This is an optimization exercise on Yosys and OpenROAD, whose aim is small area and a short achievable clock period, not a production implementation.
Only simulation tests tie the RTL to the original design; equivalence was not proved.
Power is estimated from default activity; no workload was simulated.

`flow/config.mk`:
```
export PLATFORM = sky130hd
export DESIGN_NAME = apb_mux_top
export DESIGN_NICKNAME = apb_mux_top
export VERILOG_FILES = /design/flow/design.v
export SDC_FILE = /design/flow/constraint.sdc
export NUM_CORES = 4
export LEC_CHECK = 0
export CAP_MARGIN = 20
export CORE_AREA = 10 10 390 390
export DIE_AREA = 0 0 400 400
export SETUP_SLACK_MARGIN = 3.2
export SLEW_MARGIN = 20
```
`flow/constraint.sdc`:
```
create_clock -name core_clock -period 7.0 [get_ports {PCLK}]
set_input_delay 1.4000 -clock core_clock [delete_from_list [all_inputs] [get_ports {PCLK}]]
set_output_delay 1.4000 -clock core_clock [all_outputs]
set_load 0.01 [all_outputs]
```
`flow/design.v`:
```
module apb_mux_top #(
    parameter NUM_APB_MASTERS = 16,
    parameter APB_ADDR_WIDTH  = 32,
    parameter APB_DATA_WIDTH  = 32,
    parameter APB_STRB_WIDTH  = APB_DATA_WIDTH/4
)(
    input                       PRESETn,
    input                       PCLK,
    input      [NUM_APB_MASTERS-1:0]                  PSEL_s,
    input      [NUM_APB_MASTERS*APB_ADDR_WIDTH-1:0]   PADDR_s,
    input      [NUM_APB_MASTERS-1:0]                  PWRITE_s,
    input      [NUM_APB_MASTERS*APB_DATA_WIDTH-1:0]   PWDATA_s,
    input      [NUM_APB_MASTERS-1:0]                  PENABLE_s,
    input      [NUM_APB_MASTERS*APB_STRB_WIDTH-1:0]   PSTRB_s,
    input      [NUM_APB_MASTERS*3-1:0]                PPROT_s,
    output reg [NUM_APB_MASTERS*APB_DATA_WIDTH-1:0]   PRDATA_s,
    output reg [NUM_APB_MASTERS-1:0]                  PREADY_s,
    output reg [NUM_APB_MASTERS-1:0]                  PSLVERR_s,
    output reg                      PSEL_m,
    output reg [APB_ADDR_WIDTH-1:0] PADDR_m,
    output reg                      PWRITE_m,
    output reg [APB_DATA_WIDTH-1:0] PWDATA_m,
    output reg                      PENABLE_m,
    output reg [APB_STRB_WIDTH-1:0] PSTRB_m,
    output reg [2:0]                PPROT_m,
    input      [APB_DATA_WIDTH-1:0] PRDATA_m,
    input                           PREADY_m,
    input                           PSLVERR_m
);
    localparam N  = NUM_APB_MASTERS;
    localparam PW = $clog2(N);
    localparam BW = 1 + APB_ADDR_WIDTH + 1 + APB_DATA_WIDTH + APB_STRB_WIDTH + 3 + 1;
    logic [PW-1:0] ptr;
    logic          busy, acc;
    logic [N-1:0]  sel, asel;
    logic [N-1:0]   mask, hi;
    logic [2*N-1:0] cat, pre;
    logic [N-1:0]   gnt, nxt;
    logic           any;
    always_comb begin
        for (int i = 0; i < N; i++)
            mask[i] = (i >= ptr);
        hi  = PSEL_s & mask;
        cat = {PSEL_s, hi};
        pre[0] = 1'b0;
        for (int i = 1; i < 2*N; i++)
            pre[i] = pre[i-1] | cat[i-1];
        for (int i = 0; i < N; i++)
            gnt[i] = (cat[i] & ~pre[i]) | (cat[N+i] & ~pre[N+i]);
        any = |PSEL_s;
        nxt = {gnt[N-2:0], gnt[N-1]};
    end
    logic [PW-1:0] ptr_n;
    always_comb begin
        ptr_n = '0;
        for (int i = 0; i < N; i++)
            if (nxt[i]) ptr_n = ptr_n | i[PW-1:0];
    end
    always_ff @(posedge PCLK or negedge PRESETn) begin
        if (!PRESETn)
            ptr <= '0;
        else if (any)
            ptr <= ptr_n;
    end
    wire done = acc & PREADY_m;
    always_ff @(posedge PCLK or negedge PRESETn) begin
        if (!PRESETn) begin
            busy <= 1'b0;
            acc  <= 1'b0;
            sel  <= '0;
            asel <= '0;
        end else begin
            if (!busy) begin
                busy <= any;
                sel  <= gnt;
            end else if (!acc) begin
                acc  <= 1'b1;
                asel <= sel;
            end else if (PREADY_m) begin
                busy <= 1'b0;
                acc  <= 1'b0;
                sel  <= '0;
                asel <= '0;
            end
        end
    end
    logic [BW-1:0] bundle [N];
    logic [BW-1:0] req_m;
    always_comb begin
        for (int i = 0; i < N; i++)
            bundle[i] = {PSEL_s[i],
                         PADDR_s[i*APB_ADDR_WIDTH +: APB_ADDR_WIDTH],
                         PWRITE_s[i],
                         PWDATA_s[i*APB_DATA_WIDTH +: APB_DATA_WIDTH],
                         PSTRB_s[i*APB_STRB_WIDTH +: APB_STRB_WIDTH],
                         PPROT_s[i*3 +: 3],
                         PENABLE_s[i]};
        req_m = '0;
        for (int i = 0; i < N; i++)
            req_m = req_m | (bundle[i] & {{(BW-1){sel[i]}}, asel[i]});
        {PSEL_m, PADDR_m, PWRITE_m, PWDATA_m, PSTRB_m, PPROT_m, PENABLE_m} = req_m;
    end
    always_comb begin
        for (int i = 0; i < N; i++) begin
            PRDATA_s[i*APB_DATA_WIDTH +: APB_DATA_WIDTH] = PRDATA_m & {APB_DATA_WIDTH{asel[i]}};
            PREADY_s[i]  = PREADY_m  & asel[i];
            PSLVERR_s[i] = PSLVERR_m & asel[i];
        end
    end
endmodule
```
`flow/flow/run.sh`:
```
#!/bin/bash
# Standard ORFS layout with three changes:
#  - plain buf_1 cells as the input/output port buffers,
#  - I/O pins packed one routing track apart so the die can be small,
#  - I/O pins grouped per multiplexed bit (flow/pins.tcl, from gen/pins.py),
#    so each bit's mux/demux sits beside its own pins; the clock and
#    reset pins are placed apart from the rest.
set -euo pipefail
export BUFFER_PORTS_ARGS="-buffer_cell sky130_fd_sc_hd__buf_1"
export PLACE_PINS_ARGS="-min_distance 1 -min_distance_in_tracks -exclude left:180-210"
export PRE_IO_PLACEMENT_TCL="$PWD/flow/pins.tcl"
bash standard.sh finish > standard_flow.log 2>&1
```
`flow/flow/pins.tcl`:
```
# generated by gen/pins.py
set_io_pin_constraint -group -order -pin_names {PSEL_s[0] PSEL_s[1] PSEL_s[2] PSEL_s[3] PSEL_s[4] PSEL_s[5] PSEL_s[6] PSEL_s[7] PSEL_m PSEL_s[8] PSEL_s[9] PSEL_s[10] PSEL_s[11] PSEL_s[12] PSEL_s[13] PSEL_s[14] PSEL_s[15]}
set_io_pin_constraint -group -order -pin_names {PADDR_s[0] PADDR_s[32] PADDR_s[64] PADDR_s[96] PADDR_s[128] PADDR_s[160] PADDR_s[192] PADDR_s[224] PADDR_m[0] PADDR_s[256] PADDR_s[288] PADDR_s[320] PADDR_s[352] PADDR_s[384] PADDR_s[416] PADDR_s[448] PADDR_s[480]}
set_io_pin_constraint -group -order -pin_names {PADDR_s[1] PADDR_s[33] PADDR_s[65] PADDR_s[97] PADDR_s[129] PADDR_s[161] PADDR_s[193] PADDR_s[225] PADDR_m[1] PADDR_s[257] PADDR_s[289] PADDR_s[321] PADDR_s[353] PADDR_s[385] PADDR_s[417] PADDR_s[449] PADDR_s[481]}
set_io_pin_constraint -group -order -pin_names {PADDR_s[2] PADDR_s[34] PADDR_s[66] PADDR_s[98] PADDR_s[130] PADDR_s[162] PADDR_s[194] PADDR_s[226] PADDR_m[2] PADDR_s[258] PADDR_s[290] PADDR_s[322] PADDR_s[354] PADDR_s[386] PADDR_s[418] PADDR_s[450] PADDR_s[482]}
set_io_pin_constraint -group -order -pin_names {PADDR_s[3] PADDR_s[35] PADDR_s[67] PADDR_s[99] PADDR_s[131] PADDR_s[163] PADDR_s[195] PADDR_s[227] PADDR_m[3] PADDR_s[259] PADDR_s[291] PADDR_s[323] PADDR_s[355] PADDR_s[387] PADDR_s[419] PADDR_s[451] PADDR_s[483]}
set_io_pin_constraint -group -order -pin_names {PADDR_s[4] PADDR_s[36] PADDR_s[68] PADDR_s[100] PADDR_s[132] PADDR_s[164] PADDR_s[196] PADDR_s[228] PADDR_m[4] PADDR_s[260] PADDR_s[292] PADDR_s[324] PADDR_s[356] PADDR_s[388] PADDR_s[420] PADDR_s[452] PADDR_s[484]}
set_io_pin_constraint -group -order -pin_names {PADDR_s[5] PADDR_s[37] PADDR_s[69] PADDR_s[101] PADDR_s[133] PADDR_s[165] PADDR_s[197] PADDR_s[229] PADDR_m[5] PADDR_s[261] PADDR_s[293] PADDR_s[325] PADDR_s[357] PADDR_s[389] PADDR_s[421] PADDR_s[453] PADDR_s[485]}
set_io_pin_constraint -group -order -pin_names {PADDR_s[6] PADDR_s[38] PADDR_s[70] PADDR_s[102] PADDR_s[134] PADDR_s[166] PADDR_s[198] PADDR_s[230] PADDR_m[6] PADDR_s[262] PADDR_s[294] PADDR_s[326] PADDR_s[358] PADDR_s[390] PADDR_s[422] PADDR_s[454] PADDR_s[486]}
set_io_pin_constraint -group -order -pin_names {PADDR_s[7] PADDR_s[39] PADDR_s[71] PADDR_s[103] PADDR_s[135] PADDR_s[167] PADDR_s[199] PADDR_s[231] PADDR_m[7] PADDR_s[263] PADDR_s[295] PADDR_s[327] PADDR_s[359] PADDR_s[391] PADDR_s[423] PADDR_s[455] PADDR_s[487]}
set_io_pin_constraint -group -order -pin_names {PADDR_s[8] PADDR_s[40] PADDR_s[72] PADDR_s[104] PADDR_s[136] PADDR_s[168] PADDR_s[200] PADDR_s[232] PADDR_m[8] PADDR_s[264] PADDR_s[296] PADDR_s[328] PADDR_s[360] PADDR_s[392] PADDR_s[424] PADDR_s[456] PADDR_s[488]}
set_io_pin_constraint -group -order -pin_names {PADDR_s[9] PADDR_s[41] PADDR_s[73] PADDR_s[105] PADDR_s[137] PADDR_s[169] PADDR_s[201] PADDR_s[233] PADDR_m[9] PADDR_s[265] PADDR_s[297] PADDR_s[329] PADDR_s[361] PADDR_s[393] PADDR_s[425] PADDR_s[457] PADDR_s[489]}
set_io_pin_constraint -group -order -pin_names {PADDR_s[10] PADDR_s[42] PADDR_s[74] PADDR_s[106] PADDR_s[138] PADDR_s[170] PADDR_s[202] PADDR_s[234] PADDR_m[10] PADDR_s[266] PADDR_s[298] PADDR_s[330] PADDR_s[362] PADDR_s[394] PADDR_s[426] PADDR_s[458] PADDR_s[490]}
set_io_pin_constraint -group -order -pin_names {PADDR_s[11] PADDR_s[43] PADDR_s[75] PADDR_s[107] PADDR_s[139] PADDR_s[171] PADDR_s[203] PADDR_s[235] PADDR_m[11] PADDR_s[267] PADDR_s[299] PADDR_s[331] PADDR_s[363] PADDR_s[395] PADDR_s[427] PADDR_s[459] PADDR_s[491]}
set_io_pin_constraint -group -order -pin_names {PADDR_s[12] PADDR_s[44] PADDR_s[76] PADDR_s[108] PADDR_s[140] PADDR_s[172] PADDR_s[204] PADDR_s[236] PADDR_m[12] PADDR_s[268] PADDR_s[300] PADDR_s[332] PADDR_s[364] PADDR_s[396] PADDR_s[428] PADDR_s[460] PADDR_s[492]}
set_io_pin_constraint -group -order -pin_names {PADDR_s[13] PADDR_s[45] PADDR_s[77] PADDR_s[109] PADDR_s[141] PADDR_s[173] PADDR_s[205] PADDR_s[237] PADDR_m[13] PADDR_s[269] PADDR_s[301] PADDR_s[333] PADDR_s[365] PADDR_s[397] PADDR_s[429] PADDR_s[461] PADDR_s[493]}
set_io_pin_constraint -group -order -pin_names {PADDR_s[14] PADDR_s[46] PADDR_s[78] PADDR_s[110] PADDR_s[142] PADDR_s[174] PADDR_s[206] PADDR_s[238] PADDR_m[14] PADDR_s[270] PADDR_s[302] PADDR_s[334] PADDR_s[366] PADDR_s[398] PADDR_s[430] PADDR_s[462] PADDR_s[494]}
set_io_pin_constraint -group -order -pin_names {PADDR_s[15] PADDR_s[47] PADDR_s[79] PADDR_s[111] PADDR_s[143] PADDR_s[175] PADDR_s[207] PADDR_s[239] PADDR_m[15] PADDR_s[271] PADDR_s[303] PADDR_s[335] PADDR_s[367] PADDR_s[399] PADDR_s[431] PADDR_s[463] PADDR_s[495]}
set_io_pin_constraint -group -order -pin_names {PADDR_s[16] PADDR_s[48] PADDR_s[80] PADDR_s[112] PADDR_s[144] PADDR_s[176] PADDR_s[208] PADDR_s[240] PADDR_m[16] PADDR_s[272] PADDR_s[304] PADDR_s[336] PADDR_s[368] PADDR_s[400] PADDR_s[432] PADDR_s[464] PADDR_s[496]}
set_io_pin_constraint -group -order -pin_names {PADDR_s[17] PADDR_s[49] PADDR_s[81] PADDR_s[113] PADDR_s[145] PADDR_s[177] PADDR_s[209] PADDR_s[241] PADDR_m[17] PADDR_s[273] PADDR_s[305] PADDR_s[337] PADDR_s[369] PADDR_s[401] PADDR_s[433] PADDR_s[465] PADDR_s[497]}
set_io_pin_constraint -group -order -pin_names {PADDR_s[18] PADDR_s[50] PADDR_s[82] PADDR_s[114] PADDR_s[146] PADDR_s[178] PADDR_s[210] PADDR_s[242] PADDR_m[18] PADDR_s[274] PADDR_s[306] PADDR_s[338] PADDR_s[370] PADDR_s[402] PADDR_s[434] PADDR_s[466] PADDR_s[498]}
set_io_pin_constraint -group -order -pin_names {PADDR_s[19] PADDR_s[51] PADDR_s[83] PADDR_s[115] PADDR_s[147] PADDR_s[179] PADDR_s[211] PADDR_s[243] PADDR_m[19] PADDR_s[275] PADDR_s[307] PADDR_s[339] PADDR_s[371] PADDR_s[403] PADDR_s[435] PADDR_s[467] PADDR_s[499]}
set_io_pin_constraint -group -order -pin_names {PADDR_s[20] PADDR_s[52] PADDR_s[84] PADDR_s[116] PADDR_s[148] PADDR_s[180] PADDR_s[212] PADDR_s[244] PADDR_m[20] PADDR_s[276] PADDR_s[308] PADDR_s[340] PADDR_s[372] PADDR_s[404] PADDR_s[436] PADDR_s[468] PADDR_s[500]}
set_io_pin_constraint -group -order -pin_names {PADDR_s[21] PADDR_s[53] PADDR_s[85] PADDR_s[117] PADDR_s[149] PADDR_s[181] PADDR_s[213] PADDR_s[245] PADDR_m[21] PADDR_s[277] PADDR_s[309] PADDR_s[341] PADDR_s[373] PADDR_s[405] PADDR_s[437] PADDR_s[469] PADDR_s[501]}
set_io_pin_constraint -group -order -pin_names {PADDR_s[22] PADDR_s[54] PADDR_s[86] PADDR_s[118] PADDR_s[150] PADDR_s[182] PADDR_s[214] PADDR_s[246] PADDR_m[22] PADDR_s[278] PADDR_s[310] PADDR_s[342] PADDR_s[374] PADDR_s[406] PADDR_s[438] PADDR_s[470] PADDR_s[502]}
set_io_pin_constraint -group -order -pin_names {PADDR_s[23] PADDR_s[55] PADDR_s[87] PADDR_s[119] PADDR_s[151] PADDR_s[183] PADDR_s[215] PADDR_s[247] PADDR_m[23] PADDR_s[279] PADDR_s[311] PADDR_s[343] PADDR_s[375] PADDR_s[407] PADDR_s[439] PADDR_s[471] PADDR_s[503]}
set_io_pin_constraint -group -order -pin_names {PADDR_s[24] PADDR_s[56] PADDR_s[88] PADDR_s[120] PADDR_s[152] PADDR_s[184] PADDR_s[216] PADDR_s[248] PADDR_m[24] PADDR_s[280] PADDR_s[312] PADDR_s[344] PADDR_s[376] PADDR_s[408] PADDR_s[440] PADDR_s[472] PADDR_s[504]}
set_io_pin_constraint -group -order -pin_names {PADDR_s[25] PADDR_s[57] PADDR_s[89] PADDR_s[121] PADDR_s[153] PADDR_s[185] PADDR_s[217] PADDR_s[249] PADDR_m[25] PADDR_s[281] PADDR_s[313] PADDR_s[345] PADDR_s[377] PADDR_s[409] PADDR_s[441] PADDR_s[473] PADDR_s[505]}
set_io_pin_constraint -group -order -pin_names {PADDR_s[26] PADDR_s[58] PADDR_s[90] PADDR_s[122] PADDR_s[154] PADDR_s[186] PADDR_s[218] PADDR_s[250] PADDR_m[26] PADDR_s[282] PADDR_s[314] PADDR_s[346] PADDR_s[378] PADDR_s[410] PADDR_s[442] PADDR_s[474] PADDR_s[506]}
set_io_pin_constraint -group -order -pin_names {PADDR_s[27] PADDR_s[59] PADDR_s[91] PADDR_s[123] PADDR_s[155] PADDR_s[187] PADDR_s[219] PADDR_s[251] PADDR_m[27] PADDR_s[283] PADDR_s[315] PADDR_s[347] PADDR_s[379] PADDR_s[411] PADDR_s[443] PADDR_s[475] PADDR_s[507]}
set_io_pin_constraint -group -order -pin_names {PADDR_s[28] PADDR_s[60] PADDR_s[92] PADDR_s[124] PADDR_s[156] PADDR_s[188] PADDR_s[220] PADDR_s[252] PADDR_m[28] PADDR_s[284] PADDR_s[316] PADDR_s[348] PADDR_s[380] PADDR_s[412] PADDR_s[444] PADDR_s[476] PADDR_s[508]}
set_io_pin_constraint -group -order -pin_names {PADDR_s[29] PADDR_s[61] PADDR_s[93] PADDR_s[125] PADDR_s[157] PADDR_s[189] PADDR_s[221] PADDR_s[253] PADDR_m[29] PADDR_s[285] PADDR_s[317] PADDR_s[349] PADDR_s[381] PADDR_s[413] PADDR_s[445] PADDR_s[477] PADDR_s[509]}
set_io_pin_constraint -group -order -pin_names {PADDR_s[30] PADDR_s[62] PADDR_s[94] PADDR_s[126] PADDR_s[158] PADDR_s[190] PADDR_s[222] PADDR_s[254] PADDR_m[30] PADDR_s[286] PADDR_s[318] PADDR_s[350] PADDR_s[382] PADDR_s[414] PADDR_s[446] PADDR_s[478] PADDR_s[510]}
set_io_pin_constraint -group -order -pin_names {PADDR_s[31] PADDR_s[63] PADDR_s[95] PADDR_s[127] PADDR_s[159] PADDR_s[191] PADDR_s[223] PADDR_s[255] PADDR_m[31] PADDR_s[287] PADDR_s[319] PADDR_s[351] PADDR_s[383] PADDR_s[415] PADDR_s[447] PADDR_s[479] PADDR_s[511]}
set_io_pin_constraint -group -order -pin_names {PWRITE_s[0] PWRITE_s[1] PWRITE_s[2] PWRITE_s[3] PWRITE_s[4] PWRITE_s[5] PWRITE_s[6] PWRITE_s[7] PWRITE_m PWRITE_s[8] PWRITE_s[9] PWRITE_s[10] PWRITE_s[11] PWRITE_s[12] PWRITE_s[13] PWRITE_s[14] PWRITE_s[15]}
set_io_pin_constraint -group -order -pin_names {PWDATA_s[0] PWDATA_s[32] PWDATA_s[64] PWDATA_s[96] PWDATA_s[128] PWDATA_s[160] PWDATA_s[192] PWDATA_s[224] PWDATA_m[0] PWDATA_s[256] PWDATA_s[288] PWDATA_s[320] PWDATA_s[352] PWDATA_s[384] PWDATA_s[416] PWDATA_s[448] PWDATA_s[480]}
set_io_pin_constraint -group -order -pin_names {PWDATA_s[1] PWDATA_s[33] PWDATA_s[65] PWDATA_s[97] PWDATA_s[129] PWDATA_s[161] PWDATA_s[193] PWDATA_s[225] PWDATA_m[1] PWDATA_s[257] PWDATA_s[289] PWDATA_s[321] PWDATA_s[353] PWDATA_s[385] PWDATA_s[417] PWDATA_s[449] PWDATA_s[481]}
set_io_pin_constraint -group -order -pin_names {PWDATA_s[2] PWDATA_s[34] PWDATA_s[66] PWDATA_s[98] PWDATA_s[130] PWDATA_s[162] PWDATA_s[194] PWDATA_s[226] PWDATA_m[2] PWDATA_s[258] PWDATA_s[290] PWDATA_s[322] PWDATA_s[354] PWDATA_s[386] PWDATA_s[418] PWDATA_s[450] PWDATA_s[482]}
set_io_pin_constraint -group -order -pin_names {PWDATA_s[3] PWDATA_s[35] PWDATA_s[67] PWDATA_s[99] PWDATA_s[131] PWDATA_s[163] PWDATA_s[195] PWDATA_s[227] PWDATA_m[3] PWDATA_s[259] PWDATA_s[291] PWDATA_s[323] PWDATA_s[355] PWDATA_s[387] PWDATA_s[419] PWDATA_s[451] PWDATA_s[483]}
set_io_pin_constraint -group -order -pin_names {PWDATA_s[4] PWDATA_s[36] PWDATA_s[68] PWDATA_s[100] PWDATA_s[132] PWDATA_s[164] PWDATA_s[196] PWDATA_s[228] PWDATA_m[4] PWDATA_s[260] PWDATA_s[292] PWDATA_s[324] PWDATA_s[356] PWDATA_s[388] PWDATA_s[420] PWDATA_s[452] PWDATA_s[484]}
set_io_pin_constraint -group -order -pin_names {PWDATA_s[5] PWDATA_s[37] PWDATA_s[69] PWDATA_s[101] PWDATA_s[133] PWDATA_s[165] PWDATA_s[197] PWDATA_s[229] PWDATA_m[5] PWDATA_s[261] PWDATA_s[293] PWDATA_s[325] PWDATA_s[357] PWDATA_s[389] PWDATA_s[421] PWDATA_s[453] PWDATA_s[485]}
set_io_pin_constraint -group -order -pin_names {PWDATA_s[6] PWDATA_s[38] PWDATA_s[70] PWDATA_s[102] PWDATA_s[134] PWDATA_s[166] PWDATA_s[198] PWDATA_s[230] PWDATA_m[6] PWDATA_s[262] PWDATA_s[294] PWDATA_s[326] PWDATA_s[358] PWDATA_s[390] PWDATA_s[422] PWDATA_s[454] PWDATA_s[486]}
set_io_pin_constraint -group -order -pin_names {PWDATA_s[7] PWDATA_s[39] PWDATA_s[71] PWDATA_s[103] PWDATA_s[135] PWDATA_s[167] PWDATA_s[199] PWDATA_s[231] PWDATA_m[7] PWDATA_s[263] PWDATA_s[295] PWDATA_s[327] PWDATA_s[359] PWDATA_s[391] PWDATA_s[423] PWDATA_s[455] PWDATA_s[487]}
set_io_pin_constraint -group -order -pin_names {PWDATA_s[8] PWDATA_s[40] PWDATA_s[72] PWDATA_s[104] PWDATA_s[136] PWDATA_s[168] PWDATA_s[200] PWDATA_s[232] PWDATA_m[8] PWDATA_s[264] PWDATA_s[296] PWDATA_s[328] PWDATA_s[360] PWDATA_s[392] PWDATA_s[424] PWDATA_s[456] PWDATA_s[488]}
set_io_pin_constraint -group -order -pin_names {PWDATA_s[9] PWDATA_s[41] PWDATA_s[73] PWDATA_s[105] PWDATA_s[137] PWDATA_s[169] PWDATA_s[201] PWDATA_s[233] PWDATA_m[9] PWDATA_s[265] PWDATA_s[297] PWDATA_s[329] PWDATA_s[361] PWDATA_s[393] PWDATA_s[425] PWDATA_s[457] PWDATA_s[489]}
set_io_pin_constraint -group -order -pin_names {PWDATA_s[10] PWDATA_s[42] PWDATA_s[74] PWDATA_s[106] PWDATA_s[138] PWDATA_s[170] PWDATA_s[202] PWDATA_s[234] PWDATA_m[10] PWDATA_s[266] PWDATA_s[298] PWDATA_s[330] PWDATA_s[362] PWDATA_s[394] PWDATA_s[426] PWDATA_s[458] PWDATA_s[490]}
set_io_pin_constraint -group -order -pin_names {PWDATA_s[11] PWDATA_s[43] PWDATA_s[75] PWDATA_s[107] PWDATA_s[139] PWDATA_s[171] PWDATA_s[203] PWDATA_s[235] PWDATA_m[11] PWDATA_s[267] PWDATA_s[299] PWDATA_s[331] PWDATA_s[363] PWDATA_s[395] PWDATA_s[427] PWDATA_s[459] PWDATA_s[491]}
set_io_pin_constraint -group -order -pin_names {PWDATA_s[12] PWDATA_s[44] PWDATA_s[76] PWDATA_s[108] PWDATA_s[140] PWDATA_s[172] PWDATA_s[204] PWDATA_s[236] PWDATA_m[12] PWDATA_s[268] PWDATA_s[300] PWDATA_s[332] PWDATA_s[364] PWDATA_s[396] PWDATA_s[428] PWDATA_s[460] PWDATA_s[492]}
set_io_pin_constraint -group -order -pin_names {PWDATA_s[13] PWDATA_s[45] PWDATA_s[77] PWDATA_s[109] PWDATA_s[141] PWDATA_s[173] PWDATA_s[205] PWDATA_s[237] PWDATA_m[13] PWDATA_s[269] PWDATA_s[301] PWDATA_s[333] PWDATA_s[365] PWDATA_s[397] PWDATA_s[429] PWDATA_s[461] PWDATA_s[493]}
set_io_pin_constraint -group -order -pin_names {PWDATA_s[14] PWDATA_s[46] PWDATA_s[78] PWDATA_s[110] PWDATA_s[142] PWDATA_s[174] PWDATA_s[206] PWDATA_s[238] PWDATA_m[14] PWDATA_s[270] PWDATA_s[302] PWDATA_s[334] PWDATA_s[366] PWDATA_s[398] PWDATA_s[430] PWDATA_s[462] PWDATA_s[494]}
set_io_pin_constraint -group -order -pin_names {PWDATA_s[15] PWDATA_s[47] PWDATA_s[79] PWDATA_s[111] PWDATA_s[143] PWDATA_s[175] PWDATA_s[207] PWDATA_s[239] PWDATA_m[15] PWDATA_s[271] PWDATA_s[303] PWDATA_s[335] PWDATA_s[367] PWDATA_s[399] PWDATA_s[431] PWDATA_s[463] PWDATA_s[495]}
set_io_pin_constraint -group -order -pin_names {PWDATA_s[16] PWDATA_s[48] PWDATA_s[80] PWDATA_s[112] PWDATA_s[144] PWDATA_s[176] PWDATA_s[208] PWDATA_s[240] PWDATA_m[16] PWDATA_s[272] PWDATA_s[304] PWDATA_s[336] PWDATA_s[368] PWDATA_s[400] PWDATA_s[432] PWDATA_s[464] PWDATA_s[496]}
set_io_pin_constraint -group -order -pin_names {PWDATA_s[17] PWDATA_s[49] PWDATA_s[81] PWDATA_s[113] PWDATA_s[145] PWDATA_s[177] PWDATA_s[209] PWDATA_s[241] PWDATA_m[17] PWDATA_s[273] PWDATA_s[305] PWDATA_s[337] PWDATA_s[369] PWDATA_s[401] PWDATA_s[433] PWDATA_s[465] PWDATA_s[497]}
set_io_pin_constraint -group -order -pin_names {PWDATA_s[18] PWDATA_s[50] PWDATA_s[82] PWDATA_s[114] PWDATA_s[146] PWDATA_s[178] PWDATA_s[210] PWDATA_s[242] PWDATA_m[18] PWDATA_s[274] PWDATA_s[306] PWDATA_s[338] PWDATA_s[370] PWDATA_s[402] PWDATA_s[434] PWDATA_s[466] PWDATA_s[498]}
set_io_pin_constraint -group -order -pin_names {PWDATA_s[19] PWDATA_s[51] PWDATA_s[83] PWDATA_s[115] PWDATA_s[147] PWDATA_s[179] PWDATA_s[211] PWDATA_s[243] PWDATA_m[19] PWDATA_s[275] PWDATA_s[307] PWDATA_s[339] PWDATA_s[371] PWDATA_s[403] PWDATA_s[435] PWDATA_s[467] PWDATA_s[499]}
set_io_pin_constraint -group -order -pin_names {PWDATA_s[20] PWDATA_s[52] PWDATA_s[84] PWDATA_s[116] PWDATA_s[148] PWDATA_s[180] PWDATA_s[212] PWDATA_s[244] PWDATA_m[20] PWDATA_s[276] PWDATA_s[308] PWDATA_s[340] PWDATA_s[372] PWDATA_s[404] PWDATA_s[436] PWDATA_s[468] PWDATA_s[500]}
set_io_pin_constraint -group -order -pin_names {PWDATA_s[21] PWDATA_s[53] PWDATA_s[85] PWDATA_s[117] PWDATA_s[149] PWDATA_s[181] PWDATA_s[213] PWDATA_s[245] PWDATA_m[21] PWDATA_s[277] PWDATA_s[309] PWDATA_s[341] PWDATA_s[373] PWDATA_s[405] PWDATA_s[437] PWDATA_s[469] PWDATA_s[501]}
set_io_pin_constraint -group -order -pin_names {PWDATA_s[22] PWDATA_s[54] PWDATA_s[86] PWDATA_s[118] PWDATA_s[150] PWDATA_s[182] PWDATA_s[214] PWDATA_s[246] PWDATA_m[22] PWDATA_s[278] PWDATA_s[310] PWDATA_s[342] PWDATA_s[374] PWDATA_s[406] PWDATA_s[438] PWDATA_s[470] PWDATA_s[502]}
set_io_pin_constraint -group -order -pin_names {PWDATA_s[23] PWDATA_s[55] PWDATA_s[87] PWDATA_s[119] PWDATA_s[151] PWDATA_s[183] PWDATA_s[215] PWDATA_s[247] PWDATA_m[23] PWDATA_s[279] PWDATA_s[311] PWDATA_s[343] PWDATA_s[375] PWDATA_s[407] PWDATA_s[439] PWDATA_s[471] PWDATA_s[503]}
set_io_pin_constraint -group -order -pin_names {PWDATA_s[24] PWDATA_s[56] PWDATA_s[88] PWDATA_s[120] PWDATA_s[152] PWDATA_s[184] PWDATA_s[216] PWDATA_s[248] PWDATA_m[24] PWDATA_s[280] PWDATA_s[312] PWDATA_s[344] PWDATA_s[376] PWDATA_s[408] PWDATA_s[440] PWDATA_s[472] PWDATA_s[504]}
set_io_pin_constraint -group -order -pin_names {PWDATA_s[25] PWDATA_s[57] PWDATA_s[89] PWDATA_s[121] PWDATA_s[153] PWDATA_s[185] PWDATA_s[217] PWDATA_s[249] PWDATA_m[25] PWDATA_s[281] PWDATA_s[313] PWDATA_s[345] PWDATA_s[377] PWDATA_s[409] PWDATA_s[441] PWDATA_s[473] PWDATA_s[505]}
set_io_pin_constraint -group -order -pin_names {PWDATA_s[26] PWDATA_s[58] PWDATA_s[90] PWDATA_s[122] PWDATA_s[154] PWDATA_s[186] PWDATA_s[218] PWDATA_s[250] PWDATA_m[26] PWDATA_s[282] PWDATA_s[314] PWDATA_s[346] PWDATA_s[378] PWDATA_s[410] PWDATA_s[442] PWDATA_s[474] PWDATA_s[506]}
set_io_pin_constraint -group -order -pin_names {PWDATA_s[27] PWDATA_s[59] PWDATA_s[91] PWDATA_s[123] PWDATA_s[155] PWDATA_s[187] PWDATA_s[219] PWDATA_s[251] PWDATA_m[27] PWDATA_s[283] PWDATA_s[315] PWDATA_s[347] PWDATA_s[379] PWDATA_s[411] PWDATA_s[443] PWDATA_s[475] PWDATA_s[507]}
set_io_pin_constraint -group -order -pin_names {PWDATA_s[28] PWDATA_s[60] PWDATA_s[92] PWDATA_s[124] PWDATA_s[156] PWDATA_s[188] PWDATA_s[220] PWDATA_s[252] PWDATA_m[28] PWDATA_s[284] PWDATA_s[316] PWDATA_s[348] PWDATA_s[380] PWDATA_s[412] PWDATA_s[444] PWDATA_s[476] PWDATA_s[508]}
set_io_pin_constraint -group -order -pin_names {PWDATA_s[29] PWDATA_s[61] PWDATA_s[93] PWDATA_s[125] PWDATA_s[157] PWDATA_s[189] PWDATA_s[221] PWDATA_s[253] PWDATA_m[29] PWDATA_s[285] PWDATA_s[317] PWDATA_s[349] PWDATA_s[381] PWDATA_s[413] PWDATA_s[445] PWDATA_s[477] PWDATA_s[509]}
set_io_pin_constraint -group -order -pin_names {PWDATA_s[30] PWDATA_s[62] PWDATA_s[94] PWDATA_s[126] PWDATA_s[158] PWDATA_s[190] PWDATA_s[222] PWDATA_s[254] PWDATA_m[30] PWDATA_s[286] PWDATA_s[318] PWDATA_s[350] PWDATA_s[382] PWDATA_s[414] PWDATA_s[446] PWDATA_s[478] PWDATA_s[510]}
set_io_pin_constraint -group -order -pin_names {PWDATA_s[31] PWDATA_s[63] PWDATA_s[95] PWDATA_s[127] PWDATA_s[159] PWDATA_s[191] PWDATA_s[223] PWDATA_s[255] PWDATA_m[31] PWDATA_s[287] PWDATA_s[319] PWDATA_s[351] PWDATA_s[383] PWDATA_s[415] PWDATA_s[447] PWDATA_s[479] PWDATA_s[511]}
set_io_pin_constraint -group -order -pin_names {PENABLE_s[0] PENABLE_s[1] PENABLE_s[2] PENABLE_s[3] PENABLE_s[4] PENABLE_s[5] PENABLE_s[6] PENABLE_s[7] PENABLE_m PENABLE_s[8] PENABLE_s[9] PENABLE_s[10] PENABLE_s[11] PENABLE_s[12] PENABLE_s[13] PENABLE_s[14] PENABLE_s[15]}
set_io_pin_constraint -group -order -pin_names {PSTRB_s[0] PSTRB_s[8] PSTRB_s[16] PSTRB_s[24] PSTRB_s[32] PSTRB_s[40] PSTRB_s[48] PSTRB_s[56] PSTRB_m[0] PSTRB_s[64] PSTRB_s[72] PSTRB_s[80] PSTRB_s[88] PSTRB_s[96] PSTRB_s[104] PSTRB_s[112] PSTRB_s[120]}
set_io_pin_constraint -group -order -pin_names {PSTRB_s[1] PSTRB_s[9] PSTRB_s[17] PSTRB_s[25] PSTRB_s[33] PSTRB_s[41] PSTRB_s[49] PSTRB_s[57] PSTRB_m[1] PSTRB_s[65] PSTRB_s[73] PSTRB_s[81] PSTRB_s[89] PSTRB_s[97] PSTRB_s[105] PSTRB_s[113] PSTRB_s[121]}
set_io_pin_constraint -group -order -pin_names {PSTRB_s[2] PSTRB_s[10] PSTRB_s[18] PSTRB_s[26] PSTRB_s[34] PSTRB_s[42] PSTRB_s[50] PSTRB_s[58] PSTRB_m[2] PSTRB_s[66] PSTRB_s[74] PSTRB_s[82] PSTRB_s[90] PSTRB_s[98] PSTRB_s[106] PSTRB_s[114] PSTRB_s[122]}
set_io_pin_constraint -group -order -pin_names {PSTRB_s[3] PSTRB_s[11] PSTRB_s[19] PSTRB_s[27] PSTRB_s[35] PSTRB_s[43] PSTRB_s[51] PSTRB_s[59] PSTRB_m[3] PSTRB_s[67] PSTRB_s[75] PSTRB_s[83] PSTRB_s[91] PSTRB_s[99] PSTRB_s[107] PSTRB_s[115] PSTRB_s[123]}
set_io_pin_constraint -group -order -pin_names {PSTRB_s[4] PSTRB_s[12] PSTRB_s[20] PSTRB_s[28] PSTRB_s[36] PSTRB_s[44] PSTRB_s[52] PSTRB_s[60] PSTRB_m[4] PSTRB_s[68] PSTRB_s[76] PSTRB_s[84] PSTRB_s[92] PSTRB_s[100] PSTRB_s[108] PSTRB_s[116] PSTRB_s[124]}
set_io_pin_constraint -group -order -pin_names {PSTRB_s[5] PSTRB_s[13] PSTRB_s[21] PSTRB_s[29] PSTRB_s[37] PSTRB_s[45] PSTRB_s[53] PSTRB_s[61] PSTRB_m[5] PSTRB_s[69] PSTRB_s[77] PSTRB_s[85] PSTRB_s[93] PSTRB_s[101] PSTRB_s[109] PSTRB_s[117] PSTRB_s[125]}
set_io_pin_constraint -group -order -pin_names {PSTRB_s[6] PSTRB_s[14] PSTRB_s[22] PSTRB_s[30] PSTRB_s[38] PSTRB_s[46] PSTRB_s[54] PSTRB_s[62] PSTRB_m[6] PSTRB_s[70] PSTRB_s[78] PSTRB_s[86] PSTRB_s[94] PSTRB_s[102] PSTRB_s[110] PSTRB_s[118] PSTRB_s[126]}
set_io_pin_constraint -group -order -pin_names {PSTRB_s[7] PSTRB_s[15] PSTRB_s[23] PSTRB_s[31] PSTRB_s[39] PSTRB_s[47] PSTRB_s[55] PSTRB_s[63] PSTRB_m[7] PSTRB_s[71] PSTRB_s[79] PSTRB_s[87] PSTRB_s[95] PSTRB_s[103] PSTRB_s[111] PSTRB_s[119] PSTRB_s[127]}
set_io_pin_constraint -group -order -pin_names {PPROT_s[0] PPROT_s[3] PPROT_s[6] PPROT_s[9] PPROT_s[12] PPROT_s[15] PPROT_s[18] PPROT_s[21] PPROT_m[0] PPROT_s[24] PPROT_s[27] PPROT_s[30] PPROT_s[33] PPROT_s[36] PPROT_s[39] PPROT_s[42] PPROT_s[45]}
set_io_pin_constraint -group -order -pin_names {PPROT_s[1] PPROT_s[4] PPROT_s[7] PPROT_s[10] PPROT_s[13] PPROT_s[16] PPROT_s[19] PPROT_s[22] PPROT_m[1] PPROT_s[25] PPROT_s[28] PPROT_s[31] PPROT_s[34] PPROT_s[37] PPROT_s[40] PPROT_s[43] PPROT_s[46]}
set_io_pin_constraint -group -order -pin_names {PPROT_s[2] PPROT_s[5] PPROT_s[8] PPROT_s[11] PPROT_s[14] PPROT_s[17] PPROT_s[20] PPROT_s[23] PPROT_m[2] PPROT_s[26] PPROT_s[29] PPROT_s[32] PPROT_s[35] PPROT_s[38] PPROT_s[41] PPROT_s[44] PPROT_s[47]}
set_io_pin_constraint -group -order -pin_names {PRDATA_s[0] PRDATA_s[32] PRDATA_s[64] PRDATA_s[96] PRDATA_s[128] PRDATA_s[160] PRDATA_s[192] PRDATA_s[224] PRDATA_m[0] PRDATA_s[256] PRDATA_s[288] PRDATA_s[320] PRDATA_s[352] PRDATA_s[384] PRDATA_s[416] PRDATA_s[448] PRDATA_s[480]}
set_io_pin_constraint -group -order -pin_names {PRDATA_s[1] PRDATA_s[33] PRDATA_s[65] PRDATA_s[97] PRDATA_s[129] PRDATA_s[161] PRDATA_s[193] PRDATA_s[225] PRDATA_m[1] PRDATA_s[257] PRDATA_s[289] PRDATA_s[321] PRDATA_s[353] PRDATA_s[385] PRDATA_s[417] PRDATA_s[449] PRDATA_s[481]}
set_io_pin_constraint -group -order -pin_names {PRDATA_s[2] PRDATA_s[34] PRDATA_s[66] PRDATA_s[98] PRDATA_s[130] PRDATA_s[162] PRDATA_s[194] PRDATA_s[226] PRDATA_m[2] PRDATA_s[258] PRDATA_s[290] PRDATA_s[322] PRDATA_s[354] PRDATA_s[386] PRDATA_s[418] PRDATA_s[450] PRDATA_s[482]}
set_io_pin_constraint -group -order -pin_names {PRDATA_s[3] PRDATA_s[35] PRDATA_s[67] PRDATA_s[99] PRDATA_s[131] PRDATA_s[163] PRDATA_s[195] PRDATA_s[227] PRDATA_m[3] PRDATA_s[259] PRDATA_s[291] PRDATA_s[323] PRDATA_s[355] PRDATA_s[387] PRDATA_s[419] PRDATA_s[451] PRDATA_s[483]}
set_io_pin_constraint -group -order -pin_names {PRDATA_s[4] PRDATA_s[36] PRDATA_s[68] PRDATA_s[100] PRDATA_s[132] PRDATA_s[164] PRDATA_s[196] PRDATA_s[228] PRDATA_m[4] PRDATA_s[260] PRDATA_s[292] PRDATA_s[324] PRDATA_s[356] PRDATA_s[388] PRDATA_s[420] PRDATA_s[452] PRDATA_s[484]}
set_io_pin_constraint -group -order -pin_names {PRDATA_s[5] PRDATA_s[37] PRDATA_s[69] PRDATA_s[101] PRDATA_s[133] PRDATA_s[165] PRDATA_s[197] PRDATA_s[229] PRDATA_m[5] PRDATA_s[261] PRDATA_s[293] PRDATA_s[325] PRDATA_s[357] PRDATA_s[389] PRDATA_s[421] PRDATA_s[453] PRDATA_s[485]}
set_io_pin_constraint -group -order -pin_names {PRDATA_s[6] PRDATA_s[38] PRDATA_s[70] PRDATA_s[102] PRDATA_s[134] PRDATA_s[166] PRDATA_s[198] PRDATA_s[230] PRDATA_m[6] PRDATA_s[262] PRDATA_s[294] PRDATA_s[326] PRDATA_s[358] PRDATA_s[390] PRDATA_s[422] PRDATA_s[454] PRDATA_s[486]}
set_io_pin_constraint -group -order -pin_names {PRDATA_s[7] PRDATA_s[39] PRDATA_s[71] PRDATA_s[103] PRDATA_s[135] PRDATA_s[167] PRDATA_s[199] PRDATA_s[231] PRDATA_m[7] PRDATA_s[263] PRDATA_s[295] PRDATA_s[327] PRDATA_s[359] PRDATA_s[391] PRDATA_s[423] PRDATA_s[455] PRDATA_s[487]}
set_io_pin_constraint -group -order -pin_names {PRDATA_s[8] PRDATA_s[40] PRDATA_s[72] PRDATA_s[104] PRDATA_s[136] PRDATA_s[168] PRDATA_s[200] PRDATA_s[232] PRDATA_m[8] PRDATA_s[264] PRDATA_s[296] PRDATA_s[328] PRDATA_s[360] PRDATA_s[392] PRDATA_s[424] PRDATA_s[456] PRDATA_s[488]}
set_io_pin_constraint -group -order -pin_names {PRDATA_s[9] PRDATA_s[41] PRDATA_s[73] PRDATA_s[105] PRDATA_s[137] PRDATA_s[169] PRDATA_s[201] PRDATA_s[233] PRDATA_m[9] PRDATA_s[265] PRDATA_s[297] PRDATA_s[329] PRDATA_s[361] PRDATA_s[393] PRDATA_s[425] PRDATA_s[457] PRDATA_s[489]}
set_io_pin_constraint -group -order -pin_names {PRDATA_s[10] PRDATA_s[42] PRDATA_s[74] PRDATA_s[106] PRDATA_s[138] PRDATA_s[170] PRDATA_s[202] PRDATA_s[234] PRDATA_m[10] PRDATA_s[266] PRDATA_s[298] PRDATA_s[330] PRDATA_s[362] PRDATA_s[394] PRDATA_s[426] PRDATA_s[458] PRDATA_s[490]}
set_io_pin_constraint -group -order -pin_names {PRDATA_s[11] PRDATA_s[43] PRDATA_s[75] PRDATA_s[107] PRDATA_s[139] PRDATA_s[171] PRDATA_s[203] PRDATA_s[235] PRDATA_m[11] PRDATA_s[267] PRDATA_s[299] PRDATA_s[331] PRDATA_s[363] PRDATA_s[395] PRDATA_s[427] PRDATA_s[459] PRDATA_s[491]}
set_io_pin_constraint -group -order -pin_names {PRDATA_s[12] PRDATA_s[44] PRDATA_s[76] PRDATA_s[108] PRDATA_s[140] PRDATA_s[172] PRDATA_s[204] PRDATA_s[236] PRDATA_m[12] PRDATA_s[268] PRDATA_s[300] PRDATA_s[332] PRDATA_s[364] PRDATA_s[396] PRDATA_s[428] PRDATA_s[460] PRDATA_s[492]}
set_io_pin_constraint -group -order -pin_names {PRDATA_s[13] PRDATA_s[45] PRDATA_s[77] PRDATA_s[109] PRDATA_s[141] PRDATA_s[173] PRDATA_s[205] PRDATA_s[237] PRDATA_m[13] PRDATA_s[269] PRDATA_s[301] PRDATA_s[333] PRDATA_s[365] PRDATA_s[397] PRDATA_s[429] PRDATA_s[461] PRDATA_s[493]}
set_io_pin_constraint -group -order -pin_names {PRDATA_s[14] PRDATA_s[46] PRDATA_s[78] PRDATA_s[110] PRDATA_s[142] PRDATA_s[174] PRDATA_s[206] PRDATA_s[238] PRDATA_m[14] PRDATA_s[270] PRDATA_s[302] PRDATA_s[334] PRDATA_s[366] PRDATA_s[398] PRDATA_s[430] PRDATA_s[462] PRDATA_s[494]}
set_io_pin_constraint -group -order -pin_names {PRDATA_s[15] PRDATA_s[47] PRDATA_s[79] PRDATA_s[111] PRDATA_s[143] PRDATA_s[175] PRDATA_s[207] PRDATA_s[239] PRDATA_m[15] PRDATA_s[271] PRDATA_s[303] PRDATA_s[335] PRDATA_s[367] PRDATA_s[399] PRDATA_s[431] PRDATA_s[463] PRDATA_s[495]}
set_io_pin_constraint -group -order -pin_names {PRDATA_s[16] PRDATA_s[48] PRDATA_s[80] PRDATA_s[112] PRDATA_s[144] PRDATA_s[176] PRDATA_s[208] PRDATA_s[240] PRDATA_m[16] PRDATA_s[272] PRDATA_s[304] PRDATA_s[336] PRDATA_s[368] PRDATA_s[400] PRDATA_s[432] PRDATA_s[464] PRDATA_s[496]}
set_io_pin_constraint -group -order -pin_names {PRDATA_s[17] PRDATA_s[49] PRDATA_s[81] PRDATA_s[113] PRDATA_s[145] PRDATA_s[177] PRDATA_s[209] PRDATA_s[241] PRDATA_m[17] PRDATA_s[273] PRDATA_s[305] PRDATA_s[337] PRDATA_s[369] PRDATA_s[401] PRDATA_s[433] PRDATA_s[465] PRDATA_s[497]}
set_io_pin_constraint -group -order -pin_names {PRDATA_s[18] PRDATA_s[50] PRDATA_s[82] PRDATA_s[114] PRDATA_s[146] PRDATA_s[178] PRDATA_s[210] PRDATA_s[242] PRDATA_m[18] PRDATA_s[274] PRDATA_s[306] PRDATA_s[338] PRDATA_s[370] PRDATA_s[402] PRDATA_s[434] PRDATA_s[466] PRDATA_s[498]}
set_io_pin_constraint -group -order -pin_names {PRDATA_s[19] PRDATA_s[51] PRDATA_s[83] PRDATA_s[115] PRDATA_s[147] PRDATA_s[179] PRDATA_s[211] PRDATA_s[243] PRDATA_m[19] PRDATA_s[275] PRDATA_s[307] PRDATA_s[339] PRDATA_s[371] PRDATA_s[403] PRDATA_s[435] PRDATA_s[467] PRDATA_s[499]}
set_io_pin_constraint -group -order -pin_names {PRDATA_s[20] PRDATA_s[52] PRDATA_s[84] PRDATA_s[116] PRDATA_s[148] PRDATA_s[180] PRDATA_s[212] PRDATA_s[244] PRDATA_m[20] PRDATA_s[276] PRDATA_s[308] PRDATA_s[340] PRDATA_s[372] PRDATA_s[404] PRDATA_s[436] PRDATA_s[468] PRDATA_s[500]}
set_io_pin_constraint -group -order -pin_names {PRDATA_s[21] PRDATA_s[53] PRDATA_s[85] PRDATA_s[117] PRDATA_s[149] PRDATA_s[181] PRDATA_s[213] PRDATA_s[245] PRDATA_m[21] PRDATA_s[277] PRDATA_s[309] PRDATA_s[341] PRDATA_s[373] PRDATA_s[405] PRDATA_s[437] PRDATA_s[469] PRDATA_s[501]}
set_io_pin_constraint -group -order -pin_names {PRDATA_s[22] PRDATA_s[54] PRDATA_s[86] PRDATA_s[118] PRDATA_s[150] PRDATA_s[182] PRDATA_s[214] PRDATA_s[246] PRDATA_m[22] PRDATA_s[278] PRDATA_s[310] PRDATA_s[342] PRDATA_s[374] PRDATA_s[406] PRDATA_s[438] PRDATA_s[470] PRDATA_s[502]}
set_io_pin_constraint -group -order -pin_names {PRDATA_s[23] PRDATA_s[55] PRDATA_s[87] PRDATA_s[119] PRDATA_s[151] PRDATA_s[183] PRDATA_s[215] PRDATA_s[247] PRDATA_m[23] PRDATA_s[279] PRDATA_s[311] PRDATA_s[343] PRDATA_s[375] PRDATA_s[407] PRDATA_s[439] PRDATA_s[471] PRDATA_s[503]}
set_io_pin_constraint -group -order -pin_names {PRDATA_s[24] PRDATA_s[56] PRDATA_s[88] PRDATA_s[120] PRDATA_s[152] PRDATA_s[184] PRDATA_s[216] PRDATA_s[248] PRDATA_m[24] PRDATA_s[280] PRDATA_s[312] PRDATA_s[344] PRDATA_s[376] PRDATA_s[408] PRDATA_s[440] PRDATA_s[472] PRDATA_s[504]}
set_io_pin_constraint -group -order -pin_names {PRDATA_s[25] PRDATA_s[57] PRDATA_s[89] PRDATA_s[121] PRDATA_s[153] PRDATA_s[185] PRDATA_s[217] PRDATA_s[249] PRDATA_m[25] PRDATA_s[281] PRDATA_s[313] PRDATA_s[345] PRDATA_s[377] PRDATA_s[409] PRDATA_s[441] PRDATA_s[473] PRDATA_s[505]}
set_io_pin_constraint -group -order -pin_names {PRDATA_s[26] PRDATA_s[58] PRDATA_s[90] PRDATA_s[122] PRDATA_s[154] PRDATA_s[186] PRDATA_s[218] PRDATA_s[250] PRDATA_m[26] PRDATA_s[282] PRDATA_s[314] PRDATA_s[346] PRDATA_s[378] PRDATA_s[410] PRDATA_s[442] PRDATA_s[474] PRDATA_s[506]}
set_io_pin_constraint -group -order -pin_names {PRDATA_s[27] PRDATA_s[59] PRDATA_s[91] PRDATA_s[123] PRDATA_s[155] PRDATA_s[187] PRDATA_s[219] PRDATA_s[251] PRDATA_m[27] PRDATA_s[283] PRDATA_s[315] PRDATA_s[347] PRDATA_s[379] PRDATA_s[411] PRDATA_s[443] PRDATA_s[475] PRDATA_s[507]}
set_io_pin_constraint -group -order -pin_names {PRDATA_s[28] PRDATA_s[60] PRDATA_s[92] PRDATA_s[124] PRDATA_s[156] PRDATA_s[188] PRDATA_s[220] PRDATA_s[252] PRDATA_m[28] PRDATA_s[284] PRDATA_s[316] PRDATA_s[348] PRDATA_s[380] PRDATA_s[412] PRDATA_s[444] PRDATA_s[476] PRDATA_s[508]}
set_io_pin_constraint -group -order -pin_names {PRDATA_s[29] PRDATA_s[61] PRDATA_s[93] PRDATA_s[125] PRDATA_s[157] PRDATA_s[189] PRDATA_s[221] PRDATA_s[253] PRDATA_m[29] PRDATA_s[285] PRDATA_s[317] PRDATA_s[349] PRDATA_s[381] PRDATA_s[413] PRDATA_s[445] PRDATA_s[477] PRDATA_s[509]}
set_io_pin_constraint -group -order -pin_names {PRDATA_s[30] PRDATA_s[62] PRDATA_s[94] PRDATA_s[126] PRDATA_s[158] PRDATA_s[190] PRDATA_s[222] PRDATA_s[254] PRDATA_m[30] PRDATA_s[286] PRDATA_s[318] PRDATA_s[350] PRDATA_s[382] PRDATA_s[414] PRDATA_s[446] PRDATA_s[478] PRDATA_s[510]}
set_io_pin_constraint -group -order -pin_names {PRDATA_s[31] PRDATA_s[63] PRDATA_s[95] PRDATA_s[127] PRDATA_s[159] PRDATA_s[191] PRDATA_s[223] PRDATA_s[255] PRDATA_m[31] PRDATA_s[287] PRDATA_s[319] PRDATA_s[351] PRDATA_s[383] PRDATA_s[415] PRDATA_s[447] PRDATA_s[479] PRDATA_s[511]}
set_io_pin_constraint -group -order -pin_names {PREADY_s[0] PREADY_s[1] PREADY_s[2] PREADY_s[3] PREADY_s[4] PREADY_s[5] PREADY_s[6] PREADY_s[7] PREADY_m PREADY_s[8] PREADY_s[9] PREADY_s[10] PREADY_s[11] PREADY_s[12] PREADY_s[13] PREADY_s[14] PREADY_s[15]}
set_io_pin_constraint -group -order -pin_names {PSLVERR_s[0] PSLVERR_s[1] PSLVERR_s[2] PSLVERR_s[3] PSLVERR_s[4] PSLVERR_s[5] PSLVERR_s[6] PSLVERR_s[7] PSLVERR_m PSLVERR_s[8] PSLVERR_s[9] PSLVERR_s[10] PSLVERR_s[11] PSLVERR_s[12] PSLVERR_s[13] PSLVERR_s[14] PSLVERR_s[15]}
place_pin -pin_name PCLK -layer met3 -location {0.4 200} -pin_size {0.8 0.3} -force_to_die_boundary
place_pin -pin_name PRESETn -layer met3 -location {0.4 190} -pin_size {0.8 0.3} -force_to_die_boundary
```
`flow/standard.sh`:
```
#!/bin/bash
# synth_recipe.tcl (not shown) runs the flow's synth.tcl, then flattens the netlist and writes it again
# the make line also repeats each setting of config.mk as NAME=value (left out here)
make -C /OpenROAD-flow-scripts/flow DESIGN_CONFIG=/design/flow/config.mk WORK_HOME=/design/flow/orfs CLKGATE_MAP_FILE= SYNTH_SCRIPT=/design/flow/synth_recipe.tcl "${@:-finish}"
```
==> results of run 1 <==
==> logic make-up after synthesis <==
logic type             count (synthesis)  share of synthesized area
AOI/OAI and AO/OA                    706                      0.493
DFF                                   38                     0.0774
and+or+nand+nor                      712                      0.353
buffers and inverters                248                     0.0766
==> synthesized netlist by cell type (5+ instances only) <==
cell type  number
and2_1        546
a22o_1        329
a221oi_1      314
clkbuf_1      217
nand4_1        79
dfrtp_1        38
nand2_1        37
o21ai_0        21
buf_1          19
nor2_1         11
nor3_1          9
inv_1           8
a21oi_1         7
nor2b_1         6
nand3_1         5
==> metrics.yaml, run 1 <==
logic_synthesis:
  synth_area_leaders: "and2_1 28%, a22o_1 23%, a221oi_1 22%, dfrtp_1 7.7%, clkbuf_1 6.6%"
  ys_ff_latch: 38
  yosys.area.top_type_share: 0.278
  synth-edff-count: 0
  yosysTopAreaCell: "and2_1"
  synth_area_sq_mm: 0.0123
  syn_nets: 2988
  synth_cells: 1704
  synth_ff_type: "dfrtp_1"
  yosys_warnings: 2
  async_flop_share: 1.00
  synth.distinct_cells: 46
  avgSynthCellArea_sq_um: 7.21
  yosysSeqAreaShare: 0.0774
die:
  initial_utilization: 0.0857
  die_w_um: 400
  die_y_um: 400
  fp-row-count: 139
status:
  outcome: "stopped before the end"
  lastStage: "3_2_place_iop"
  first-error: "[ERROR PPL-0086] Pin group of size 17 was not assigned."
==> run 2, diff against run 1 <==
--- a/flow/config.mk
+++ b/flow/config.mk
@@ -6,7 +6,9 @@
 export NUM_CORES = 4
 export LEC_CHECK = 0
 export CAP_MARGIN = 20
+export CELL_PAD_IN_SITES_DETAIL_PLACEMENT = 1
+export CELL_PAD_IN_SITES_GLOBAL_PLACEMENT = 2
 export CORE_AREA = 10 10 390 390
 export DIE_AREA = 0 0 400 400
-export SETUP_SLACK_MARGIN = 3.2
+export SETUP_SLACK_MARGIN = 3.6
 export SLEW_MARGIN = 20
==> run 2 against run 1 <==
Synthesized cell count stayed put; the flow again stops in 3_2_place_iop; area after synthesis unchanged.
==> metrics.yaml, run 2 <==
status:
  outcome: "stopped before the end"
  lastStage: "3_2_place_iop"
  first-error: "[ERROR PPL-0086] Pin group of size 17 was not assigned."
die:
  die_y_um: 400  # unchanged
  fp-row-count: 139  # unchanged
  initial_utilization: 0.0857  # unchanged
  die_w_um: 400  # unchanged
logic_synthesis:
  ys_ff_latch: 38  # unchanged
  post-synth-top-count-cell: "and2_1"
  syn_nets: 2988  # unchanged
  synth_commonest_cells: "546 x and2_1, 329 x a22o_1, 314 x a221oi_1"
  async_flop_share: 1.00  # unchanged
  synth_area_sq_mm: 0.0123  # unchanged
  synth-edff-count: 0  # unchanged
  synth_area_leaders: "and2_1 28%, a22o_1 23%, a221oi_1 22%, dfrtp_1 7.7%, clkbuf_1 6.6%"
  yosys.area.top_type_share: 0.278  # unchanged
  yosysSeqAreaShare: 0.0774  # unchanged
  yosys_warnings: 2  # unchanged
  avgSynthCellArea_sq_um: 7.21  # unchanged
  synth.distinct_cells: 46  # unchanged
  synth_ff_type: "dfrtp_1"
  yosysTopAreaCell: "and2_1"
  synth_cells: 1704  # unchanged
[run 2: cell counts after synthesis]
Identical to the previous run, type by type.
[run 2: cell families after synthesis]
kind of cell           Yosys count  synth area share
and+or+nand+nor                712             0.353
buffers and inverters          248            0.0766
AOI/OAI and AO/OA              706             0.493
DFF                             38            0.0774
==> run 3, diff against run 2 <==
==> flow/flow/run.sh (replaced) <==
#!/bin/bash
# Standard ORFS layout with three changes:
#  - plain buf_1 cells as the input/output port buffers,
#  - I/O pins packed one routing track apart so the die can be small,
#  - I/O pins grouped per multiplexed bit (flow/pins.tcl, from gen/pins.py),
#    so each bit's mux/demux sits beside its own pins; the clock pin
#    is placed apart from the rest.
set -euo pipefail
export BUFFER_PORTS_ARGS="-buffer_cell sky130_fd_sc_hd__buf_1"
export PLACE_PINS_ARGS="-min_distance 1 -min_distance_in_tracks -exclude left:195-205"
export PRE_IO_PLACEMENT_TCL="$PWD/flow/pins.tcl"
bash standard.sh finish > standard_flow.log 2>&1
--- a/flow/flow/pins.tcl
+++ b/flow/flow/pins.tcl
@@ -112,4 +112,3 @@
 set_io_pin_constraint -group -order -pin_names {PREADY_s[0] PREADY_s[1] PREADY_s[2] PREADY_s[3] PREADY_s[4] PREADY_s[5] PREADY_s[6] PREADY_s[7] PREADY_m PREADY_s[8] PREADY_s[9] PREADY_s[10] PREADY_s[11] PREADY_s[12] PREADY_s[13] PREADY_s[14] PREADY_s[15]}
 set_io_pin_constraint -group -order -pin_names {PSLVERR_s[0] PSLVERR_s[1] PSLVERR_s[2] PSLVERR_s[3] PSLVERR_s[4] PSLVERR_s[5] PSLVERR_s[6] PSLVERR_s[7] PSLVERR_m PSLVERR_s[8] PSLVERR_s[9] PSLVERR_s[10] PSLVERR_s[11] PSLVERR_s[12] PSLVERR_s[13] PSLVERR_s[14] PSLVERR_s[15]}
 place_pin -pin_name PCLK -layer met3 -location {0.4 200} -pin_size {0.8 0.3} -force_to_die_boundary
-place_pin -pin_name PRESETn -layer met3 -location {0.4 190} -pin_size {0.8 0.3} -force_to_die_boundary
==> flow/config.mk (replaced) <==
export PLATFORM = sky130hd
export DESIGN_NAME = apb_mux_top
export DESIGN_NICKNAME = apb_mux_top
export VERILOG_FILES = /design/flow/design.v
export SDC_FILE = /design/flow/constraint.sdc
export NUM_CORES = 4
export LEC_CHECK = 0
export CAP_MARGIN = 20
export CORE_AREA = 10 10 390 390
export DIE_AREA = 0 0 400 400
export SETUP_SLACK_MARGIN = 3.2
export SLEW_MARGIN = 20
==> run 3 against run 2 <==
Now clean on timing, DRC and antenna; synthesized cell count is the same; area after synthesis is the same.
==> metrics.yaml, run 3 <==
placement:
  gp_congestion: 0.971
  io_buffers: 1905
  dpl-instance-area_sq_mm: 0.0212
  post-dp-hpwl_um: 88600
logic_synthesis:
  post-synth-top-count-cell: "and2_1"
  synth_top_family_by_area: "compound AO/OA/AOI/OAI gates"
  yosysTopAreaCell: "and2_1"
  synth_area_leaders: "and2_1 28%, a22o_1 23%, a221oi_1 22%, dfrtp_1 7.7%, clkbuf_1 6.6%"
  synth_ff_type: "dfrtp_1"
  yosys.area_share.simple: 0.353  # unchanged
  yosys.area.top_type_share: 0.278  # unchanged
  avgSynthCellArea_sq_um: 7.21  # unchanged
  async_flop_share: 1.00  # unchanged
  synth-compound-area-share: 0.493  # unchanged
  yosys_warnings: 2  # unchanged
  synth-edff-count: 0  # unchanged
  syn_nets: 2988  # unchanged
  synth-xor-area-share: 0  # unchanged
  synth_mux_area_frac: 0  # unchanged
  synth.distinct_cells: 46  # unchanged
  yosysSeqAreaShare: 0.0774  # unchanged
  synth_area_sq_mm: 0.0123  # unchanged
  synth_cells: 1704  # unchanged
  yosys.area_share.adder: 0  # unchanged
  synth_commonest_cells: "546 x and2_1, 329 x a22o_1, 314 x a221oi_1"
  ys_ff_latch: 38  # unchanged
min_path:
  holdPathStages: 1
  hp-start: "acc"
  min_to: "acc"
  min_path_type: "reg -> reg"
clocking:
  cts-buffers-inserted: 5
  cts.sinks: 38
  cts_buffer_depth: 2
  clkTransAtPathRegs_ns: 0.06
  root_buffer: "clkbuf_16"
  insertion_delay_ns: 0.29
  htree_num_levels: 2
  cts_tree: "done"
sta:
  fin_skew_ns: 0.00601
  max_slew_margin: 0.335
  fin_hold_ws_ns: 0.537
  report.final.slew_viol_count: 0
  timing.final.crit_share: 0.536
  period_needed_ns: 3.75
  tightest_slew_ns: 0.994
  rsz0062_at_grt: "no"
  max_freq_ghz: 0.266
  tns_ns: 0
  setup_viol: 0
  hold_violations: 0
setup_path:
  worst-path-stages: 5
  cp_slowest_stage_delay_ns: 0.67
  arrival_ns: 2.35
  cp_cell_sequence: "buf_6 -> a22o_1 -> a221oi_1 -> nand4_1 -> buf_1"
  cp_max_fo: 50
  startpoint_type: "register"
  path_buf_inv: 2
  crit_slowest_cell: "dfrtp_4"
  reg2reg_slack_ns: 3.96
  criticalPathCategory: "reg -> out"
  reg2regPathDepth: 7
  cp_top_family: "flip-flops"
  worst_r2r_endpoint: "ptr[2]"
  reg2reg_from: "ptr[1]"
  crit_required_ns: 5.60
  cp-end-kind: "output pin"
global_route:
  antenna_found_initial: 16
  grt_pass1_wl_um: 159000
  grt_max_degree: 67
  grt-ovfl-total: 0
  track_usage: 0.129
  grt_pass1_vias: 25200
power_and_ir_drop:
  p_per_area_mw_per_mm2: 228
  vdd_ir_drop_max_mv: 0.143
  power_w: 0.00497
  leakage_nw: 6.86
finish:
  drive_above_1_share: 0.0271
  fin_nets: 4714
  fill_cells: 16400
  final_util: 0.152
  reg_top3: "asel (16), sel (16), ptr (4)"
  regArea_sq_mm: 0.00101
  layout_common_cells: "1,902 x buf_1, 546 x and2_1, 329 x a22o_1"
  multi_input_comb_area_sq_mm: 0.0104
  final_common_cell: "buf_1"
  area_growth_pct: 77.4
  final_area_sq_mm: 0.0218
die:
  initial_utilization: 0.0857  # unchanged
  dieArea_sq_mm: 0.160
  ios: 1905
  die_w_um: 400  # unchanged
  die_y_um: 400  # unchanged
  fp-row-count: 139  # unchanged
  core_area_sq_mm: 0.143
routing:
  first_iter_violations: 3688
  drcViolationCount: 0
  avgViaCountPerCell: 4.72
  routed_wl_um: 124000
  vias: 25200
  first_pass_iters: 7
  routedWlPerCell_um: 23.2
  ant_nets: 0
job:
  maxCapViolCount: 0
status:
  outcome: "complete, no violations"
==> run 3: cell counts after synthesis <==
No cell type changed its count.
==> run 3: through the flow <==
step	cells	setup WS, ns
6_report	5340	3.25
4_1_cts	5318	3.20
3_3_place_gp	5307	3.07
2_1_floorplan	1704	3.43
5_1_grt	5335	3.21
3_5_place_dp	5307	3.21
==> run 3: per-layer routing <==
layer | wire [um] | global-route usage | share of wire
met5 | 13 | 0 | 0.00010
met2 | 56100 | 0.204 | 0.45
met1 | 39400 | 0.132 | 0.32
met3 | 16500 | 0.0518 | 0.13
met4 | 11900 | 0.113 | 0.096
==> run 3: how the worst max path moves through the flow <==
| stage | slack [ns] | endpoint | from |
|---|---|---|---|
| global route | 3.21 | PADDR_m[12] | sel[11] |
| floorplan | 3.43 | PSEL_m | PSEL_s[6] |
| CTS | 3.20 | PWDATA_m[22] | sel[13] |
| finish | 3.25 | PADDR_m[10] | sel[2] |
| global placement | 3.07 | PSEL_m | PSEL_s[6] |
| detailed placement | 3.21 | PSEL_m | PSEL_s[6] |
==> run 3: timing repair <==
action,4_1_cts,5_1_grt
hold buffers,0,0
gates resized for setup,14,15
endpoints found under the hold margin,0,0
endpoints found under the setup margin,54,43
buffers inserted,3,16
==> run 3: report_power, final <==
group | internal [W] | leakage, nW | switching, W | total, W
logic | 0.00159 | 6.31 | 0.00257 | 0.00416
clock network | 0.000141 | 0.0729 | 0.0000947 | 0.000236
registers | 0.000278 | 0.484 | 0.000298 | 0.000575
total | 0.00200 | 6.86 | 0.00297 | 0.00497
==> run 3: layout make-up <==
cell class,count,share of cell area
antenna,6,0.000689
clock buffer,6,0.00637
clock inverter,2,0.000574
inverter,8,0.00138
multi-input combinational,1418,0.477
sequential,38,0.0464
tap,1903,0.109
timing repair buffer,1959,0.358
==> run 3: cell families after synthesis <==
family,count (synthesis)
AO/OA/AOI/OAI,706
buffers and inverters,248
flip-flops,38
AND/OR/NAND/NOR,712

## re-timing with driven ports
In the flow no input, the clock included, has a driving cell. The finished layout below was timed again as built, in two steps.
Step 1, drivers: a clkbuf_16 drives PCLK and a buf_2 each remaining input, both assumed.
Step 2 moves the port delays by t, midway between the first and last clock arrival at a register: inputs arrive t later, outputs are due t later. That takes back most of the time a late clock gives input paths.
a / b / c = no drivers / after step 1 / after step 2; a / b = the first two.
run: run 3
shift t [ns]: 0.352
setup slack, ns: 3.247 / 3.184 / 3.129
hold WS [ns]: 0.537 / 0.537 / 0.537
worst register clock-pin slew, ns: 0.06 / 0.06
After both steps run 3 still meets setup and hold. The setup slack of run 3 moves by -0.063 ns with the drivers and by -0.118 ns with both steps.
